Source: an optimization exercise on an open RTL-to-GDS flow (aim: a short achievable clock period and few clock cycles). Production flows keep margins and buffers that such runs may drop. No functional check of the RTL was part of this run. Power is estimated from default activity; no workload was simulated.

<file path="flow/config.mk">
export PLATFORM = sky130hd
export DESIGN_NAME = computer
export DESIGN_NICKNAME = computer
export VERILOG_FILES = /design/flow/design.v
export SDC_FILE = /design/flow/constraint.sdc
export NUM_CORES = 4
export LEC_CHECK = 0
export ABC_CLOCK_PERIOD_IN_PS = 2500
export CAP_MARGIN = 20
export CORE_MARGIN = 2
export CORE_UTILIZATION = 40
export SETUP_SLACK_MARGIN = 5
export SLEW_MARGIN = 20
</file>
<file path="flow/constraint.sdc">
create_clock -name core_clock -period 8.0 [get_ports {clk}]
set_input_delay 1.6000 -clock core_clock [delete_from_list [all_inputs] [get_ports {clk}]]
set_output_delay 1.6000 -clock core_clock [all_outputs]
set_load 0.01 [all_outputs]
</file>
<file path="flow/design.v">
module cpu(
	output wire [6:0] rom_addr,
	input  wire [7:0] rom_data,
	output wire [7:0] mem_addr,
	output wire [127:0] mem_sel,
	output wire [7:0] mem_wdata,
	output wire       mem_we,
	input  wire [7:0] mem_rdata,
	input  wire       clk, reset
	);
	localparam [7:0] LDA_IMM = 8'h86, LDA_DIR = 8'h87, LDB_IMM = 8'h88, LDB_DIR = 8'h89,
	                 STA_DIR = 8'h96, STB_DIR = 8'h97,
	                 ADD_AB = 8'h42, SUB_AB = 8'h43, AND_AB = 8'h44, OR_AB = 8'h45,
	                 INCA = 8'h46, INCB = 8'h47, DECA = 8'h48, DECB = 8'h49,
	                 XOR_AB = 8'h4A, NOTA = 8'h4B, NOTB = 8'h4C;
	reg [7:0]   ic [0:127];
	reg [127:0] iv;
	reg [6:0] fp;        
	reg [6:0] fd;        
	reg       fdv;       
	reg [6:0] fret;      
	reg       fres;      
	assign rom_addr = fp;
	always @(posedge clk)
		if (fdv) ic[fd] <= rom_data;
	reg [6:0] PC;
	reg [7:0] A, B;
	reg       N, Z, V, C;
	reg         ev;
	reg [7:0]   eo;         
	reg [127:0] eoh;        
	reg       e_add, e_sub, e_and, e_or, e_xor, e_inca, e_deca, e_nota,
	          e_incb, e_decb, e_notb;
	reg       e_ldi, e_ld, e_st, e_b, e_fs;
	reg  [127:0] pco;    
	wire [127:0] oh0 = pco;
	wire [127:0] oh1 = {pco[126:0], pco[127]};
	wire [127:0] oh2 = {pco[125:0], pco[127:126]};
	reg [7:0] op, opr;
	reg       opv, oprv;
	integer i;
	always @(*) begin
		op = 8'd0; opr = 8'd0;
		for (i = 0; i < 128; i = i + 1) begin
			op  = op  | ({8{oh0[i]}} & ic[i]);
			opr = opr | ({8{oh1[i]}} & ic[i]);
		end
		opv  = |(oh0 & iv);
		oprv = |(oh1 & iv);
	end
	wire o_ldi = op == LDA_IMM || op == LDB_IMM;
	wire o_ld  = op == LDA_DIR || op == LDB_DIR;
	wire o_st  = op == STA_DIR || op == STB_DIR;
	wire o_br  = op[7:4] == 4'h2 && op[3:0] <= 4'h8;
	wire o_two = o_ldi || o_ld || o_st || o_br;
	wire o_fs  = op == ADD_AB || op == SUB_AB || op == AND_AB || op == OR_AB ||
	             op == XOR_AB || op == NOTA || op == INCB || op == DECB || op == NOTB;
	reg cond;
	always @(*) begin
		case (op[3:0])
			4'h0: cond = 1'b1;
			4'h1: cond = N;
			4'h2: cond = !N;
			4'h3: cond = Z;
			4'h4: cond = !Z;
			4'h5: cond = V;
			4'h6: cond = !V;
			4'h7: cond = C;
			default: cond = !C;
		endcase
	end
	wire       x_rom   = !eo[7];
	wire       x_hit   = |(eoh & iv);
	wire       x_byp   = fdv && fd == eo[6:0];
	wire       ex_ldr  = ev && e_ld && x_rom;
	wire       ex_stall = ex_ldr && !x_hit && !x_byp;
	wire flag_wait = o_br && op[3:0] != 4'h0 && ev && e_fs;
	wire go   = !ex_stall && opv && (!o_two || oprv) && !flag_wait;
	wire take = o_br && cond;
	wire [6:0] pc1 = PC + 7'd1;
	wire [6:0] pc2 = PC + 7'd2;
	wire [6:0] npc = take ? opr[6:0] : (o_two ? pc2 : pc1);
	wire [127:0] opr_oh = 128'd1 << opr[6:0];
	wire [127:0] npco = take ? opr_oh : (o_two ? oh2 : oh1);
	always @(posedge clk or negedge reset) begin
		if (!reset) begin
			PC <= 7'd0; pco <= 128'd1;
			ev <= 1'b0; eo <= 8'd0; eoh <= 128'd0;
			{e_add, e_sub, e_and, e_or, e_xor, e_inca, e_deca, e_nota,
			 e_incb, e_decb, e_notb} <= 11'd0;
			{e_ldi, e_ld, e_st, e_b, e_fs} <= 5'd0;
		end else if (!ex_stall) begin
			if (go) begin PC <= npc; pco <= npco; end
			ev     <= go;
			eo     <= opr;
			eoh    <= opr_oh;
			e_add  <= op == ADD_AB;
			e_sub  <= op == SUB_AB;
			e_and  <= op == AND_AB;
			e_or   <= op == OR_AB;
			e_xor  <= op == XOR_AB;
			e_inca <= op == INCA;
			e_deca <= op == DECA;
			e_nota <= op == NOTA;
			e_incb <= op == INCB;
			e_decb <= op == DECB;
			e_notb <= op == NOTB;
			e_ldi  <= o_ldi;
			e_ld   <= o_ld;
			e_st   <= o_st;
			e_b    <= o_st ? op[0] : op[3];
			e_fs   <= o_fs;
		end
	end
	wire [6:0] miss_a = !opv ? PC : pc1;
	wire       miss   = !opv || (o_two && !oprv);
	wire       soon   = (fdv && fd == miss_a) || fp == miss_a || fp + 7'd1 == miss_a;
	wire       x_soon = x_byp || fp == eo[6:0];
	wire       x_req  = ex_stall && !x_soon;
	wire       i_req  = !ex_stall && miss && !soon;
	always @(posedge clk or negedge reset) begin
		if (!reset) begin
			fp <= 7'd0; fd <= 7'd0; fdv <= 1'b1; fret <= 7'd0; fres <= 1'b0;
			iv <= 128'd0;
		end else begin
			if (fdv) iv[fd] <= 1'b1;
			fd  <= fp;
			fdv <= 1'b1;
			fres <= x_req;
			if (x_req) begin
				fp   <= eo[6:0];
				fret <= fp + 7'd1;
			end else if (fres)
				fp <= fret;
			else if (i_req)
				fp <= miss_a;
			else
				fp <= fp + 7'd1;
		end
	end
	reg [7:0] icx;
	always @(*) begin
		icx = 8'd0;
		for (i = 0; i < 128; i = i + 1)
			icx = icx | ({8{eoh[i]}} & ic[i]);
	end
	wire [7:0] ldv = x_rom ? (x_hit ? icx : rom_data) : mem_rdata;
	wire       x   = ev && !ex_stall;
	assign mem_addr  = eo;
	assign mem_sel   = eoh;
	assign mem_wdata = e_b ? B : A;
	assign mem_we    = x && e_st;
	wire [8:0] add_s  = {1'b0, B} + {1'b0, A};
	wire [7:0] sub_r  = A - B;
	wire [7:0] negb   = 8'd0 - B;
	wire       sub_c  = (A >= B) && (|B);
	wire       sub_v  = (negb[7] == A[7]) && (sub_r[7] != A[7]);
	wire       add_v  = (B[7] == A[7]) && (add_s[7] != A[7]);
	wire [7:0] incb_r = B + 8'd1;
	wire [7:0] decb_r = B - 8'd1;
	reg [7:0] a_n, b_n, f_r;
	reg       a_w, b_w, f_w, v_n, c_n;
	always @(*) begin
		a_n = A; b_n = B; a_w = 1'b0; b_w = 1'b0; f_w = 1'b0;
		f_r = 8'd0; v_n = 1'b0; c_n = 1'b0;
		if (x) begin
			if (e_add) begin
				a_n = add_s[7:0]; a_w = 1'b1; f_w = 1'b1; f_r = add_s[7:0];
				v_n = add_v; c_n = add_s[8];
			end
			if (e_sub) begin
				a_n = sub_r; a_w = 1'b1; b_n = negb; b_w = 1'b1; f_w = 1'b1; f_r = sub_r;
				v_n = sub_v; c_n = sub_c;
			end
			if (e_and) begin a_n = A & B; a_w = 1'b1; f_w = 1'b1; f_r = A & B; end
			if (e_or)  begin a_n = A | B; a_w = 1'b1; f_w = 1'b1; f_r = A | B; end
			if (e_xor) begin a_n = A ^ B; a_w = 1'b1; f_w = 1'b1; f_r = A ^ B; end
			if (e_inca) begin a_n = A + 8'd1; a_w = 1'b1; b_n = A; b_w = 1'b1; end
			if (e_deca) begin a_n = A - 8'd1; a_w = 1'b1; b_n = A; b_w = 1'b1; end
			if (e_nota) begin
				a_n = ~A; a_w = 1'b1; b_n = A; b_w = 1'b1; f_w = 1'b1; f_r = ~A;
			end
			if (e_incb) begin
				b_n = incb_r; b_w = 1'b1; f_w = 1'b1; f_r = incb_r;
				v_n = !B[7] && incb_r[7]; c_n = B == 8'hFF;
			end
			if (e_decb) begin
				b_n = decb_r; b_w = 1'b1; f_w = 1'b1; f_r = decb_r;
				v_n = B[7] && !decb_r[7]; c_n = B == 8'h00;
			end
			if (e_notb) begin b_n = ~B; b_w = 1'b1; f_w = 1'b1; f_r = ~B; end
			if (e_ldi) begin
				if (e_b) begin b_n = eo; b_w = 1'b1; end
				else     begin a_n = eo; a_w = 1'b1; end
			end
			if (e_ld) begin
				if (e_b) begin b_n = ldv; b_w = 1'b1; end
				else     begin a_n = ldv; a_w = 1'b1; end
			end
		end
	end
	always @(posedge clk or negedge reset) begin
		if (!reset) begin
			A <= 8'd0; B <= 8'd0;
			N <= 1'b0; Z <= 1'b0; V <= 1'b0; C <= 1'b0;
		end else begin
			if (a_w) A <= a_n;
			if (b_w) B <= b_n;
			if (f_w) begin
				N <= f_r[7]; Z <= f_r == 8'd0; V <= v_n; C <= c_n;
			end
		end
	end
endmodule
module port_out8_sync(
	output reg [127:0] port_out,
	input  wire [15:0] sel,
	input  wire [7:0]  data_in,
	input  wire        write, clk, reset
	);
	integer i;
	always @(posedge clk)
		for (i = 0; i < 16; i = i + 1)
			if (!reset)
				port_out[8*i +: 8] <= 8'h00;
			else if (write && sel[i])
				port_out[8*i +: 8] <= data_in;
endmodule
module rw_96x8_sync(
	output wire [767:0] words,
	input  wire [95:0]  sel,
	input  wire         WE,
	input  wire [7:0]   data_in,
	input  wire         clk
	);
	reg [7:0] RW [0:95];
	genvar g;
	generate
		for (g = 0; g < 96; g = g + 1) begin : w
			always @(posedge clk)
				if (WE && sel[g])
					RW[g] <= data_in;
			assign words[8*g +: 8] = RW[g];
		end
	endgenerate
endmodule
module memory(
	output wire [127:0] port_out,
	output reg  [7:0]   data_out,
	input  wire [127:0] port_in,
	input  wire [7:0]   address,
	input  wire [127:0] sel,
	input  wire [7:0]   data_in,
	input  wire         write, clk, reset
	);
	wire [767:0] ram_words;
	integer i;
	always @(*) begin
		data_out = 8'd0;
		for (i = 0; i < 96; i = i + 1)
			data_out = data_out | ({8{sel[i]}} & ram_words[8*i +: 8]);
		for (i = 0; i < 16; i = i + 1)
			data_out = data_out | ({8{sel[112 + i]}} & port_in[8*i +: 8]);
	end
	port_out8_sync port_out_sync(
		.port_out(port_out),
		.sel(sel[111:96]),
		.data_in(data_in),
		.write(write && address[7]),
		.clk(clk),
		.reset(reset)
	);
	rw_96x8_sync rw_sync(
		.words(ram_words),
		.sel(sel[95:0]),
		.WE(write && address[7]),
		.data_in(data_in),
		.clk(clk)
	);
endmodule
module computer(
	output wire [7:0] port_out_00,
	output wire [7:0] port_out_01,
	output wire [7:0] port_out_02,
	output wire [7:0] port_out_03,
	output wire [7:0] port_out_04,
	output wire [7:0] port_out_05,
	output wire [7:0] port_out_06,
	output wire [7:0] port_out_07,
	output wire [7:0] port_out_08,
	output wire [7:0] port_out_09,
	output wire [7:0] port_out_10,
	output wire [7:0] port_out_11,
	output wire [7:0] port_out_12,
	output wire [7:0] port_out_13,
	output wire [7:0] port_out_14,
	output wire [7:0] port_out_15,
	input wire [7:0] port_in_00,
	input wire [7:0] port_in_01,
	input wire [7:0] port_in_02,
	input wire [7:0] port_in_03,
	input wire [7:0] port_in_04,
	input wire [7:0] port_in_05,
	input wire [7:0] port_in_06,
	input wire [7:0] port_in_07,
	input wire [7:0] port_in_08,
	input wire [7:0] port_in_09,
	input wire [7:0] port_in_10,
	input wire [7:0] port_in_11,
	input wire [7:0] port_in_12,
	input wire [7:0] port_in_13,
	input wire [7:0] port_in_14,
	input wire [7:0] port_in_15,
	output wire [6:0] rom_addr,
	input wire [7:0] rom_data,
	input wire clk, reset
	);
	wire [7:0] address, to_memory, from_memory;
	wire write;
	wire [127:0] port_out, port_in, sel;
	assign port_out_00 = port_out[7:0];
	assign port_out_01 = port_out[15:8];
	assign port_out_02 = port_out[23:16];
	assign port_out_03 = port_out[31:24];
	assign port_out_04 = port_out[39:32];
	assign port_out_05 = port_out[47:40];
	assign port_out_06 = port_out[55:48];
	assign port_out_07 = port_out[63:56];
	assign port_out_08 = port_out[71:64];
	assign port_out_09 = port_out[79:72];
	assign port_out_10 = port_out[87:80];
	assign port_out_11 = port_out[95:88];
	assign port_out_12 = port_out[103:96];
	assign port_out_13 = port_out[111:104];
	assign port_out_14 = port_out[119:112];
	assign port_out_15 = port_out[127:120];
	assign port_in = {port_in_15, port_in_14, port_in_13, port_in_12, port_in_11, port_in_10, port_in_09, port_in_08, port_in_07, port_in_06, port_in_05, port_in_04, port_in_03, port_in_02, port_in_01, port_in_00};
	cpu cpu_1(
		.rom_addr(rom_addr),
		.rom_data(rom_data),
		.mem_addr(address),
		.mem_sel(sel),
		.mem_wdata(to_memory),
		.mem_we(write),
		.mem_rdata(from_memory),
		.clk(clk),
		.reset(reset)
	);
	memory memory_1(
		.port_out(port_out),
		.data_out(from_memory),
		.port_in(port_in),
		.address(address),
		.sel(sel),
		.data_in(to_memory),
		.write(write),
		.clk(clk),
		.reset(reset)
	);
endmodule
</file>
<file path="flow/run.sh">
#!/bin/bash
# synth_recipe.tcl (not shown) runs the flow's synth.tcl, then flattens the netlist and writes it again
# the make line also repeats each setting of config.mk as NAME=value (left out here)
make -C /OpenROAD-flow-scripts/flow DESIGN_CONFIG=/design/flow/config.mk WORK_HOME=/design/flow/orfs CLKGATE_MAP_FILE= SYNTH_SCRIPT=/design/flow/synth_recipe.tcl finish
</file>
==> notes.md <==
share of the synthesized area in the top cell type 0.498; syn avg cell area ~13 µm²; synth top area cells edfxtp_1 (50%), dfrtp_1 (11%), a22o_1 (6.0%), a221oi_1 (5.9%), a22oi_1 (5.1%); clock buffer depth 4; number of global-route vias before repair 137000; Syn. warnings 5; Post-Syn Instances 8347; stopping stage global routing; H-tree levels 5; number of port buffers 272; first-pass GRT wire length 1610000 µm; GP Congestion 1.30; Yosys top cell by area edfxtp_1; Post-synth EDFFs roughly 1800; pre-CTS setup slack 1.85 ns; cts-stage hold buffer count 0; Clock Sinks 2378; die height 524 µm; overflow left after global routing between 1000 and 1500; dpl hpwl between 700000 and 800000 µm; largest net degree at the start of global routing about 140; Die Width approximately 520 µm; outcome aborted with a tool error; Syn Nets 8523; sequential element share of the synthesized area 0.628; Total GRT Usage 0.881; # rows 190; top_reg_cell synth edfxtp_1; CTS Buf Count 272; synthesized cell area 108000 µm²; post-synthesis cell type count 94; Initial Utilization 0.403; I/O Pins about 270; Seq cells post-synth between 2000 and 2500; CTS root buf clkbuf_16; Async SR Flop Fraction 0.193; First Err [ERROR GRT-0116] Global routing finished with congestion. Check the congestion regions in the DRC Viewer.
[power by group through the flow]
stage	logic [mW]	clock network (mW)	registers, mW
CTS	0.258	13.2	13.2
detailed placement	0.255	0	13.5
global placement	0.251	0	13.5
floorplan	0.00983	0	13.5
[worst min-delay path by stage]
stage	endpoint	slack, ns
CTS	cpu_1.fret[1]	0.48
detailed placement	cpu_1.fret[1]	0.47
global placement	cpu_1.fret[1]	0.47
floorplan	cpu_1.fd[2]	0.43
[metal layers]
layer  global-route usage  GRT overflow
met5                0.674            14
met4                0.843           447
met3                0.829           184
met2                0.951           646
met1                0.889           199
[synth_stat cells, drive strengths merged, types with 6 or more instances]
library cell  number
inv               55
xor2              28
nor2b             18
o21bai            80
buf              159
o22ai             11
a22o             742
a22oi            734
ha                36
a21boi             6
a221oi           736
nand2b            12
a21oi             88
nor2             349
and2             129
o21ai            181
nand2            513
nor4              60
or3               12
xnor2             42
o211a            128
o31ai            120
dfxtp            128
a211oi            18
nor3              99
clkbuf           640
mux2             141
a31oi             33
and3              28
nand4            339
o221ai             8
mux2i            152
nand3            107
dfrtp            457
edfxtp          1792
a21o              62
or4                9
o211ai             6
[kinds of logic after synthesis]
group | share of synthesized area
buffers and inverters | 0.0313
AND/OR/NAND/NOR | 0.0772
multiplexers | 0.0289
AO/OA/AOI/OAI | 0.224
XOR/XNOR | 0.00630
adder cells (fa/ha/maj) | 0.00454
flip-flops | 0.628
[metrics by stage]
step	instances	total power, mW	util	hold WS [ns]	cell area [µm²]
floorplan	8347	13.5	-	0.433	108000
detailed placement	12100	13.7	0.444	0.469	119000
CTS	13200	26.7	0.529	0.481	142000
global placement	12100	13.7	0.442	0.467	119000
[repair_timing]
action                                  CTS
resized for setup                      2247
pin swaps                               255
endpoints found under the hold margin     0
cloned                                   90
setup endpoints to repair              1912
setup buffers                           555
